What follows belongs to an exercise in optimizing a design on an open flow for small area, a short achievable clock period and few clock cycles per item; a production flow would make more cautious choices.
In this exercise RTL edits were held to simulation tests only and were not proved equivalent to the original.
Power figures rest on the tool's default switching activity, not on a simulated workload.

## flow/config.mk

```make
export PLATFORM = sky130hd
export DESIGN_NAME = top_proc
export DESIGN_NICKNAME = top_proc
export VERILOG_FILES = /design/flow/design.v
export SDC_FILE = /design/flow/constraint.sdc
export NUM_CORES = 8
export LEC_CHECK = 0
export CAP_MARGIN = 20
export CORE_MARGIN = 2
export CORE_UTILIZATION = 40
export SLEW_MARGIN = 20
```

## flow/design.v

```verilog
`timescale 1ns/1ps
module ALU( input wire [31:0] op1,
           input wire [31:0] op2,
           input wire [3:0] alu_op,
           output reg [31:0] result,
           output reg zero
          );
    parameter AND_OP     = 4'b0000;
    parameter OR_OP      = 4'b0001;
    parameter ADD_OP     = 4'b0010;
    parameter SUB_OP     = 4'b0110;
    parameter SLT_OP     = 4'b0100;
    parameter LSR_OP     = 4'b1000;
    parameter LSL_OP     = 4'b1001;
    parameter ARSR_OP    = 4'b1010;
    parameter XOR_OP     = 4'b0101;
  always @(*)
    begin : ALU_OPERATION
      case(alu_op)
            AND_OP:   result = op1 & op2;    
            OR_OP:    result = op1 | op2;    
            ADD_OP:   result = op1 + op2;    
            SUB_OP:   result = op1 - op2;
            SLT_OP:   result = ($signed(op1) < $signed(op2)) ? 32'b1 : 32'b0; 
            LSR_OP:   result = op1 >> op2[4:0]; 
            LSL_OP:   result = op1 << op2[4:0];  
        ARSR_OP:  result = $unsigned($signed(op1) >>> op2[4:0]);            
            XOR_OP:   result = op1 ^ op2;  
            default:  result = 32'b0;       
        endcase
      zero = ( result == 32'b0 );
   end  
endmodule
module regfile #(parameter DATAWIDTH = 32)(
  input clk,                       
  input [4:0] readReg1,            
  input [4:0] readReg2,            
  input [4:0] writeReg,            
  input [DATAWIDTH-1:0] writeData, 
  input write,                     
  output reg [DATAWIDTH-1:0] readData1,  
  output reg [DATAWIDTH-1:0] readData2   
);
  reg [DATAWIDTH-1:0] reg_file[31:1];
  always @(posedge clk) begin
    if (write && (writeReg != 5'd0))
      reg_file[writeReg] <= writeData; 
  end
  always @(*) begin
    readData1 = (readReg1 == 5'd0) ? {DATAWIDTH{1'b0}} : reg_file[readReg1];
    readData2 = (readReg2 == 5'd0) ? {DATAWIDTH{1'b0}} : reg_file[readReg2];
  end
endmodule 
`timescale 1ns/1ps
module datapath #(parameter  INITIAL_PC = 32'h00400000)(
  input clk,
  input rst,
  input [31:0] instr,
  input PCSrc,
  input ALUSrc,
  input RegWrite,
  input MemToReg,
  input [3:0] ALUCtrl,
  input loadPC,
  output reg [31:0] PC,
  output Zero,
  output [31:0] dAddress,
  output [31:0] dWriteData,
  input [31:0] dReadData,
  output [31:0] WriteBackData
);
  reg [31:0] branch_offset;
  reg [31:0] immediate;
  wire [31:0] readData1, readData2, aluResult;
  wire [31:0] aluOp2;
  wire [31:0] writeBackDataMux;
  reg [31:0] nextPC;
  wire [6:0] opcode = instr[6:0];
  wire [4:0] rd = instr[11:7];
  wire [4:0] rs1 = instr[19:15];
  wire [4:0] rs2 = instr[24:20];
  regfile registers (
      .clk(clk),
      .readReg1(rs1),
      .readReg2(rs2),
      .writeReg(rd),
      .writeData(writeBackDataMux),
      .write(RegWrite),
      .readData1(readData1),
      .readData2(readData2)
  );
    always @(*) begin
        immediate = 32'b0;
        branch_offset = {{19{instr[31]}}, instr[31], instr[7], instr[30:25], instr[11:8], 1'b0};
        case (opcode)
            7'b0010011, 7'b0000011:  
                immediate = {{20{instr[31]}}, instr[31:20]};
            7'b0100011:  
                immediate = {{20{instr[31]}}, instr[31:25], instr[11:7]};
            default:
                immediate = 32'b0;
        endcase
    end
  always @(posedge clk or posedge rst) begin
      if (rst)
          PC <= INITIAL_PC;
      else if (loadPC) 
          PC <= nextPC;
  end
  always @(*) begin
    if (PCSrc)
      nextPC = PC + branch_offset;
    else
      nextPC = PC + 4;
  end
  assign aluOp2 = (ALUSrc) ? immediate : readData2;
  ALU ALU_unit (
      .op1(readData1),
      .op2(aluOp2),
      .alu_op(ALUCtrl),
      .result(aluResult),
      .zero(Zero)
  );
    assign dAddress = aluResult;
    assign dWriteData = readData2;
  assign writeBackDataMux = (MemToReg) ? dReadData : aluResult;
    assign WriteBackData = writeBackDataMux;
endmodule
`timescale 1ns/1ps
module top_proc #(
    parameter INITIAL_PC = 32'h0000_0000
)(
    input clk,
    input rst,
    input [31:0] instr,
    input [31:0] dReadData,
    output [31:0] PC,
    output [31:0] dAddress,
    output [31:0] dWriteData,
    output MemRead,
    output MemWrite
);
    reg MemRead_reg, MemWrite_reg, ALUSrc, MemToReg, RegWrite, loadPC, PCSrc;
    reg [3:0] ALUCtrl;
    wire [31:0] WriteBackData;
    wire Zero;
    datapath #(.INITIAL_PC(INITIAL_PC)) dp (
        .clk(clk),
        .rst(rst),
        .instr(instr),
        .dReadData(dReadData),
        .ALUSrc(ALUSrc),
        .ALUCtrl(ALUCtrl),
        .MemToReg(MemToReg),
        .RegWrite(RegWrite),
        .loadPC(loadPC),
        .PCSrc(PCSrc),
        .PC(PC),
        .dAddress(dAddress),
        .dWriteData(dWriteData),
        .WriteBackData(WriteBackData),
        .Zero(Zero)
     );
    typedef enum logic [2:0] {
      IF = 3'b000,   
      ID = 3'b001,   
      EX = 3'b010,   
      MEM = 3'b011,  
      WB = 3'b100    
    } state_t;
    state_t state, next_state;
    always @(posedge clk or posedge rst) begin
       if (rst) 
           state <= IF;  
       else 
           state <= next_state;
    end
    always @(*) begin
        case (state)
            IF: next_state = ID;
            ID: next_state = EX;
            EX: next_state = MEM;
            MEM: next_state = WB; 
            WB: next_state = IF;  
            default: next_state = IF; 
        endcase
    end
    always @(*) begin
      {MemRead_reg, MemWrite_reg, ALUSrc, MemToReg, RegWrite, loadPC, PCSrc} = 0;
        ALUCtrl = 4'b0000;
        case (instr[6:0])
           7'b0110011: begin  
             ALUSrc = 0;
             case ({instr[30], instr[14:12]})
                4'b0000: ALUCtrl = 4'b0010;  
                4'b1000: ALUCtrl = 4'b0110;  
                4'b0001: ALUCtrl = 4'b1001;  
                4'b0010: ALUCtrl = 4'b0100;  
                4'b0100: ALUCtrl = 4'b0101;  
                4'b0101: ALUCtrl = 4'b1000;  
                4'b1101: ALUCtrl = 4'b1010;  
                4'b0110: ALUCtrl = 4'b0001;  
                4'b0111: ALUCtrl = 4'b0000;  
                default: ALUCtrl = 4'b0000; 
              endcase
           end
           7'b0010011: begin  
              ALUSrc = 1;
              case (instr[14:12])
                3'b000: ALUCtrl = 4'b0010;  
                3'b001: ALUCtrl = 4'b1001;  
                3'b010: ALUCtrl = 4'b0100;  
                3'b100: ALUCtrl = 4'b0101;  
                3'b101: ALUCtrl = instr[30] ? 4'b1010 : 4'b1000;  
                3'b110: ALUCtrl = 4'b0001;  
                3'b111: ALUCtrl = 4'b0000;  
                default: ALUCtrl = 4'b0000;
              endcase
           end
           7'b0000011, 7'b0100011: begin  
              ALUSrc = 1; 
              ALUCtrl = 4'b0010;  
           end
           7'b1100011: begin  
              ALUSrc = 0;
              ALUCtrl = 4'b0110;  
           end
           default: ;
        endcase
       case (state)
         MEM: begin  
           MemRead_reg = (instr[6:0] == 7'b0000011);  
           MemWrite_reg = (instr[6:0] == 7'b0100011);  
         end
         WB: begin
            RegWrite = (instr[6:0] == 7'b0110011) || (instr[6:0] == 7'b0010011) ||
                       (instr[6:0] == 7'b0000011);
            MemToReg = (instr[6:0] == 7'b0000011);  
            loadPC = 1;
            PCSrc = (instr[6:0] == 7'b1100011) && Zero;
         end
         default: ;
     endcase
    end
    assign MemRead = MemRead_reg;
    assign MemWrite = MemWrite_reg;
endmodule
```

## flow/run.sh

```bash
#!/bin/bash
# synth_recipe.tcl (not shown) runs the flow's synth.tcl, then flattens the netlist and writes it again
# the make line also repeats each setting of config.mk as NAME=value (left out here)
make -C /OpenROAD-flow-scripts/flow DESIGN_CONFIG=/design/flow/config.mk WORK_HOME=/design/flow/orfs CLKGATE_MAP_FILE= SYNTH_SCRIPT=/design/flow/synth_recipe.tcl finish
```

## flow/constraint.sdc

```tcl
create_clock -name core_clock -period 11.0 [get_ports {clk}]
set_input_delay 2.2000 -clock core_clock [delete_from_list [all_inputs] [get_ports {clk}]]
set_output_delay 2.2000 -clock core_clock [all_outputs]
set_load 0.01 [all_outputs]
```

==> flow_summary_export.csv <==
group,metric,value,unit
cts,htreeDepth,3,
yosys,async_flop_share,3.31,%
critical_path,critPathKind,"in -> out",
global_routing,overflow,0,
cts,root_buffer,"clkbuf_16",
timing,max_slew.worst_pin.slew,1110,ps
critical_path,required,8800,ps
drt,via_count,47436,
timing,min_period,10810,ps
cells_and_area,syn2layout_area_growth,17.0,%
cells_and_area,final_cells,7167,
floorplanning,dieArea,0.153,mm2
timing,setup_ws,189,ps
critical_path,critPathLaunch,"instr[1]",
cts,clk_path_buf_depth,3,
hold_path,min_from,"state[2]",
critical_path,r2r-start,"dp.registers.reg_file[19][1]",
floorplanning,design.core.area,0.149,mm2
placement,dp_hpwl,163000,um
drt,drtPass1Iterations,8,
power,power,10.8,mW
cells_and_area,final_layout_size_suffix_gt1_share,23.0,%
floorplanning,die_h,391,um
critical_path,cp-start-kind,"primary input",
global_routing,grt_first_pass_wirelength,343000,um
yosys,yosys.area.top_type,"edfxtp_1",
cts,cts_inserted_buffers,107,
floorplanning,initial_utilization,40.1,%
yosys,synth.avg_cell_area,12.7,um2
floorplanning,rows,142,
yosys,yosysUniqueCellTypes,102,
global_routing,grtUsageTotal,31.2,%
timing,maxSlewHeadroom,23.9,%
cells_and_area,fin_nets,5262,
timing,setup_viol_count_final,0,
global_routing,grt_max_degree,60,
cts,clk_latency,790,ps
yosys,ys_seq_elements,1026,
power,leakagePower,24.7,nW
drt,vias_per_cell,6.62,
hold_path,hp-class,"reg -> reg",
timing,period_share,98.3,%
timing,max_clock_freq,92.5,MHz
timing,fin_skew,87.2,ps
drt,drt-initial-drc-count,6598,
cts,clk_pin_slew_worst_paths,50,ps
cts,cts_tree,"done",
yosys,synth-main-ff-cell,"edfxtp_1",
yosys,syn_inst,4715,
yosys,synth_most_common_cell,"edfxtp_1",
placement,placedCellCount,6969,
status,outcome,"timing/DRC/antenna clean",
placement,port_buffers,162,
yosys,synth_commonest_cells,"edfxtp_1, mux2i_1, nor2_1",
drt,drcViolationCount,0,
floorplanning,die_w,391,um
critical_path,cp-end-kind,"output port",
critical_path,crit_fanout,4,
placement,gp_congestion,1.03,
drt,postRouteAntennaNets,0,
drt,wl_per_cell,33.8,um
floorplanning,num_io_pins,164,
timing,hold_ws,484,ps
timing,drv_slew,0,
global_routing,grt_pass1_vias,46165,
critical_path,arrival,8610,ps
timing,finalHoldViolCount,0,
drt,totalWireLength,242000,um
timing,fin_setup_tns,0,ps
power,peakVddDrop,0.149,mV
critical_path,rrSetupSlack,2680,ps
global_routing,antenna_found_initial,7,
yosys,synth_top_area_share,49.7,%
placement,dp_slack,-462,ps
yosys,synth_edf_count,992,
job,cap_viol_max_count,0,
yosys,ys_seq_area_share,51.1,%
cts,cts_hold_buffers,0,
yosys,syn_area,0.0600,mm2
yosys,yosys-top-cells-area,"edfxtp_1, mux4_2, mux2i_1, ha_1, a21oi_1",
yosys,yosysWarnings,4,
power,powerDensity,154,mW/mm2
cts,clkSinkCount,1026,
yosys,synth_nets,4914,
repair_timing:
item / CTS / global route
buffers inserted: 0 / 0
endpoints found under the hold margin: 0 / 0
setup endpoints to repair: 2 / 8
resized for setup: 7 / 20
registers in the layout, indices dropped and copies added, names as in the netlist:
name / flops
dp.PC: 31
state: 3
dp.registers.reg_file: 992
placed cells by master, fill, tap and decap left out, drive strengths merged, types with 21 or more instances in the layout:
cell type	netlist	routed
clkdlybuf4s50	0	151
o2bb2ai	22	22
buf	162	453
nand3	107	107
o31ai	22	22
a21o	30	30
o21ai	276	276
ha	130	130
a21oi	259	259
nor2b	32	32
xnor2	25	25
nand2	211	211
a211oi	53	53
dfrtp	34	34
edfxtp	992	992
nor2	319	319
o22ai	82	82
a221oi	60	60
nand2b	33	33
and2	26	26
clkinv	1	45
clkbuf	204	126
mux4	316	316
o21a	21	21
a31oi	39	39
o211ai	111	111
mux2	102	102
o221ai	98	98
mux2i	317	317
and3	32	32
nor3b	33	33
nor3	51	51
inv	148	151
a22oi	39	39
path summary, 6_finish.rpt:
check                          endpoint  cells after the start
hold reg to reg                state[1]                      1
setup / recovery           dAddress[11]                     22
hold / removal                 state[1]                      1
max in group asynchronous      state[1]                      3
setup reg to reg               dp.PC[6]                     26
min in group asynchronous      dp.PC[1]                      3
per-layer routing:
layer	up-vias	global-route usage, %	share of wire, %
li1	19708	-	-
met1	24126	42.0	39
met2	2995	48.7	45
met3	599	6.14	10
met4	8	14.4	5.2
met5	-	0	0.025
cell type report:
cell class	count	area, um2
Clock inverter	70	860
Tap cell	2016	2520
Multi-Input combinational cell	3174	27600
Clock buffer	126	2750
Timing Repair Buffer	605	5240
Inverter	149	559
Fill cell	13251	79200
Antenna cell	1	2.50
Sequential cell	1026	30600
cells by family (layout without fill, tap and decap cells):
| logic type | count (synthesis) | in the layout | share of synthesized area (%) |
|---|---|---|---|
| xor+xnor | 37 | 37 | 0.540 |
| simple gates | 947 | 947 | 7.65 |
| flops | 1026 | 1026 | 51.1 |
| buf+inv | 515 | 950 | 3.73 |
| other cells | 1 | 2 | 0.00625 |
| mux | 735 | 735 | 19.1 |
| fa+ha+maj | 133 | 133 | 2.81 |
| compound gates | 1321 | 1321 | 15.1 |
stage by stage:
stage	util (%)	cell area (um2)
finish	47.0	70200
global route	47.0	70200
CTS	46.9	70100
detailed placement	44.5	66400
global placement	44.4	66400
floorplan	-	60000
critical path, stage by stage:
cell             delay [ps]
clkdlybuf4s50_1         420
nor4bb_2                200
and3_1                  190
buf_4                   160
or3_4                   420
a221o_1                 360
and2_2                  210
ha_1                    290
nand2b_1                190
a221oi_1                270
buf_4                   170
o21ai_0                 110
o31ai_1                 220
buf_4                   160
o21ai_0                 160
buf_4                   200
a221o_1                 300
o21ai_0                 210
o211ai_1                350
a2111oi_1               880
a21oi_1                 330
clkdlybuf4s50_1         580
report_power, final:
part | total (mW) | internal, mW | leakage [nW] | switching (mW)
clock | 3.78 | 2.17 | 1.74 | 1.61
sequential | 4.50 | 4.50 | 9.45 | 0.00000102
combinational | 2.53 | 0.870 | 13.6 | 1.66
total | 10.8 | 7.54 | 24.7 | 3.27
Testbench counts, summed over its fixed seeds: cycles 185,576, instrs 37,128.

separate check: timing with driven ports:
Ports are ideal in the flow. The routed layout listed here was re-timed in OpenROAD.
Step 1 sets driving cells, clkbuf_16 on the clock port and buf_2 on the other inputs (assumed; they add their load-dependent delay and slew).
Step 2, shift: input delay + t, output delay - t, t = (earliest + latest rising clock arrival at the registers) / 2. This alone moves slack from input paths to output paths.
Slacks: no drivers / after step 1 / after step 2; pairs: no drivers / after step 1.
t, ns: 0.825
setup slack, ns: 0.189 / 0.161 / 0.161
hold slack, ns: 0.484 / 0.484 / 0.484
worst setup path after step 2: input to output
pins driven straight from the clock port: 1
After both steps this run still meets setup and hold. For this run, drivers alone change the setup slack by -0.028 ns; drivers and shift together by -0.028 ns.
